From an optimization exercise on the open Yosys and OpenROAD flow, aimed at small area; shortcuts taken in it are not production practice.
The RTL was checked by simulation tests, not by an equivalence proof against the original design.

==> flow/design.v (excerpt) <==
module Modu_BPU(
	clk,Iter,blockIndex,Parallel_degree,Init_Flag_BPU_M,Init_Flag_BPU_L,initBeta,Alpha_In_BPU,
	data_In_BPU,
	q_up,
	betaValueOut_next,Le_sys,Le_par,D
	);
For scale: ~360 flip-flops, ~300 I/O pins, ~33000 um^2 of cells after synthesis.
clock: 10.0 ns
lec_check: 0
abc_area: 1
cap_margin: 20
core_margin: 2
core_utilization: 60
place_density: 0.75
setup_slack_margin: 0.15
slew_margin: 20
standard.sh (not shown) runs the stock make flow with config.mk's settings and CLKGATE_MAP_FILE= SYNTH_SCRIPT=/design/flow/synth_recipe.tcl, a recipe that flattens the netlist after the stock synthesis.
==> flow/flow/run.sh <==
#!/bin/bash
# The standard layout, with the port buffers taken from the smallest
# buffer cell instead of the one buffer_ports picks by default.
set -e
export BUFFER_PORTS_ARGS="-buffer_cell sky130_fd_sc_hd__buf_1"
bash standard.sh > standard.log 2>&1
The baseline produced a clean layout.
==> next run, changes <==
--- a/flow/config.mk
+++ b/flow/config.mk
@@ -11,3 +11,3 @@
-export CORE_UTILIZATION = 60
-export PLACE_DENSITY = 0.75
-export SETUP_SLACK_MARGIN = 0.15
+export CORE_UTILIZATION = 75
+export PLACE_DENSITY = 0.85
+export SETUP_SLACK_MARGIN = 0.1
Cell area falls by 1.1%.
Worst hold slack stays flat.
Setup slack gets worse by 0.12 ns.
Global-route usage rises by 9.9 points.

Another version of the RTL of Modu_BPU (not shown whole).
Size: about 6800 cells after synthesis, ~300 flip-flops, about 300 I/O pins.
==> flow/config.mk <==
export PLATFORM = sky130hd
export DESIGN_NAME = Modu_BPU
export DESIGN_NICKNAME = Modu_BPU
export VERILOG_FILES = /design/flow/design.v
export SDC_FILE = /design/flow/constraint.sdc
export NUM_CORES = 4
export LEC_CHECK = 0
export ABC_AREA = 1
export CAP_MARGIN = 20
export CORE_MARGIN = 2
export CORE_UTILIZATION = 40
export PLACE_DENSITY = 0.6
export SLEW_MARGIN = 20
==> flow/constraint.sdc <==
create_clock -name core_clock -period 10.0 [get_ports {clk}]
set_input_delay 2.0000 -clock core_clock [delete_from_list [all_inputs] [get_ports {clk}]]
set_output_delay 2.0000 -clock core_clock [all_outputs]
set_load 0.01 [all_outputs]
run.sh (not shown) runs the stock make flow with config.mk's settings and CLKGATE_MAP_FILE= SYNTH_SCRIPT=/design/flow/synth_recipe.tcl, a recipe that flattens the netlist after the stock synthesis.
Stock flow here: none of the scripts above is used.
The first run ran to the end with no violations.
Then changed:
- ABC_AREA: 1 -> not set
The new run ran to the end with no violations.
Die area hardly moves.
Synthesized area hardly moves.
Count of clock-buffer cells in the layout rose by 5.
Via count falls by 5.5%.
Cell count shrinks by 11%.
Non-clock buffer count rises by 80.

Another version of the RTL of Modu_BPU (not shown whole).
Size: roughly 4400 cells after synthesis, ~350 flip-flops, about 300 I/O pins.
==> flow/config.mk <==
export PLATFORM = sky130hd
export DESIGN_NAME = Modu_BPU
export DESIGN_NICKNAME = Modu_BPU
export VERILOG_FILES = /design/flow/design.v
export SDC_FILE = /design/flow/constraint.sdc
export NUM_CORES = 4
export LEC_CHECK = 0
export ABC_AREA = 1
export CAP_MARGIN = 20
export CORE_MARGIN = 2
export CORE_UTILIZATION = 60
export CTS_BUF_LIST = sky130_fd_sc_hd__clkbuf_8
export PLACE_DENSITY = 0.75
export SETUP_SLACK_MARGIN = 0.15
export SLEW_MARGIN = 20
==> flow/constraint.sdc <==
create_clock -name core_clock -period 10.0 [get_ports {clk}]
set_input_delay 2.0000 -clock core_clock [delete_from_list [all_inputs] [get_ports {clk}]]
set_output_delay 2.0000 -clock core_clock [all_outputs]
set_load 0.01 [all_outputs]
standard.sh (not shown) runs the stock make flow with config.mk's settings and CLKGATE_MAP_FILE= SYNTH_SCRIPT=/design/flow/synth_recipe.tcl, a recipe that flattens the netlist after the stock synthesis.
Scripts as last shown in full above: flow/flow/run.sh
==> next run, changes <==
Settings changed: CORE_UTILIZATION 60 to 75, CTS_BUF_LIST sky130_fd_sc_hd__clkbuf_8 to unset, PLACE_DENSITY 0.75 to 0.85, SETUP_SLACK_MARGIN 0.15 to 0.1.
Effect:
- The new run ran to the end with no violations
- global-route usage grows by 9.9 points
- non-clock buffer count does not change
- synthesized area is unchanged
- worst hold slack stays flat
- routed wire length grows by a few percent
- die area shrinks by about a fifth
- count of clock-buffer cells in the layout shrinks by 22
- via count grows by a little under a tenth
- cell area shrinks slightly
- setup slack got worse by 0.13 ns
==> next run, changes <==
Settings changed: CORE_UTILIZATION 75 to 60, PLACE_DENSITY 0.85 to 0.75, SETUP_SLACK_MARGIN 0.1 to 0.15.
Outcome: Routed wire length shrinks by 5.8%; synthesized cell count is unchanged; clock skew goes up by 0.0047 ns; critical path depth stays the same; cell area rises by 0.87%; via count is lower by 6.8%; die area grows by 25%.

==> afterwards: timing with drivers on the ports <==
No port has a modelled driver above. Below, the same layouts with a new extraction and two added sets of constraints.
Step 1 assumes that a clkbuf_16 drives the clock port and a buf_2 every other input.
Step 2 times the ports against the registers' clock, not the clock port: input delays grow and output delays shrink by t, the midpoint of the rising clock arrivals with the driver on.
a / b / c = ideal ports / drivers / drivers and shift; a / b = the first two.
run | t (ns) | setup WS [ns] | latest minus earliest clock arrival (ns) | worst register clock-pin slew, ns | cell pins on the clock port's net
the first run of note 1 | 0.653 | 0.475 / 0.407 / 1.061 | 0.034 / 0.033 | 0.07 / 0.07 | 1
the second run of note 1 | 0.637 | 0.359 / 0.295 / 0.932 | 0.029 / 0.028 | 0.07 / 0.07 | 1
the first run of note 2 | 0.692 | 0.458 / 0.389 / 0.043 | 0.042 / 0.042 | 0.07 / 0.07 | 1
the second run of note 2 | 0.688 | 0.183 / 0.114 / 0.010 | 0.026 / 0.027 | 0.07 / 0.07 | 1
the first run of note 3 | 0.742 | 0.401 / 0.340 / 1.082 | 0.041 / 0.040 | 0.08 / 0.08 | 1
the second run of note 3 | 0.635 | 0.267 / 0.200 / 0.835 | 0.028 / 0.029 | 0.07 / 0.07 | 1
the third run of note 3 | 0.653 | 0.388 / 0.320 / 0.973 | 0.033 / 0.033 | 0.07 / 0.07 | 1
After both steps every run listed still meets setup and hold. For the first run of note 2, which loses most, drivers alone change the setup slack by -0.069 ns; drivers and shift together by -0.415 ns.
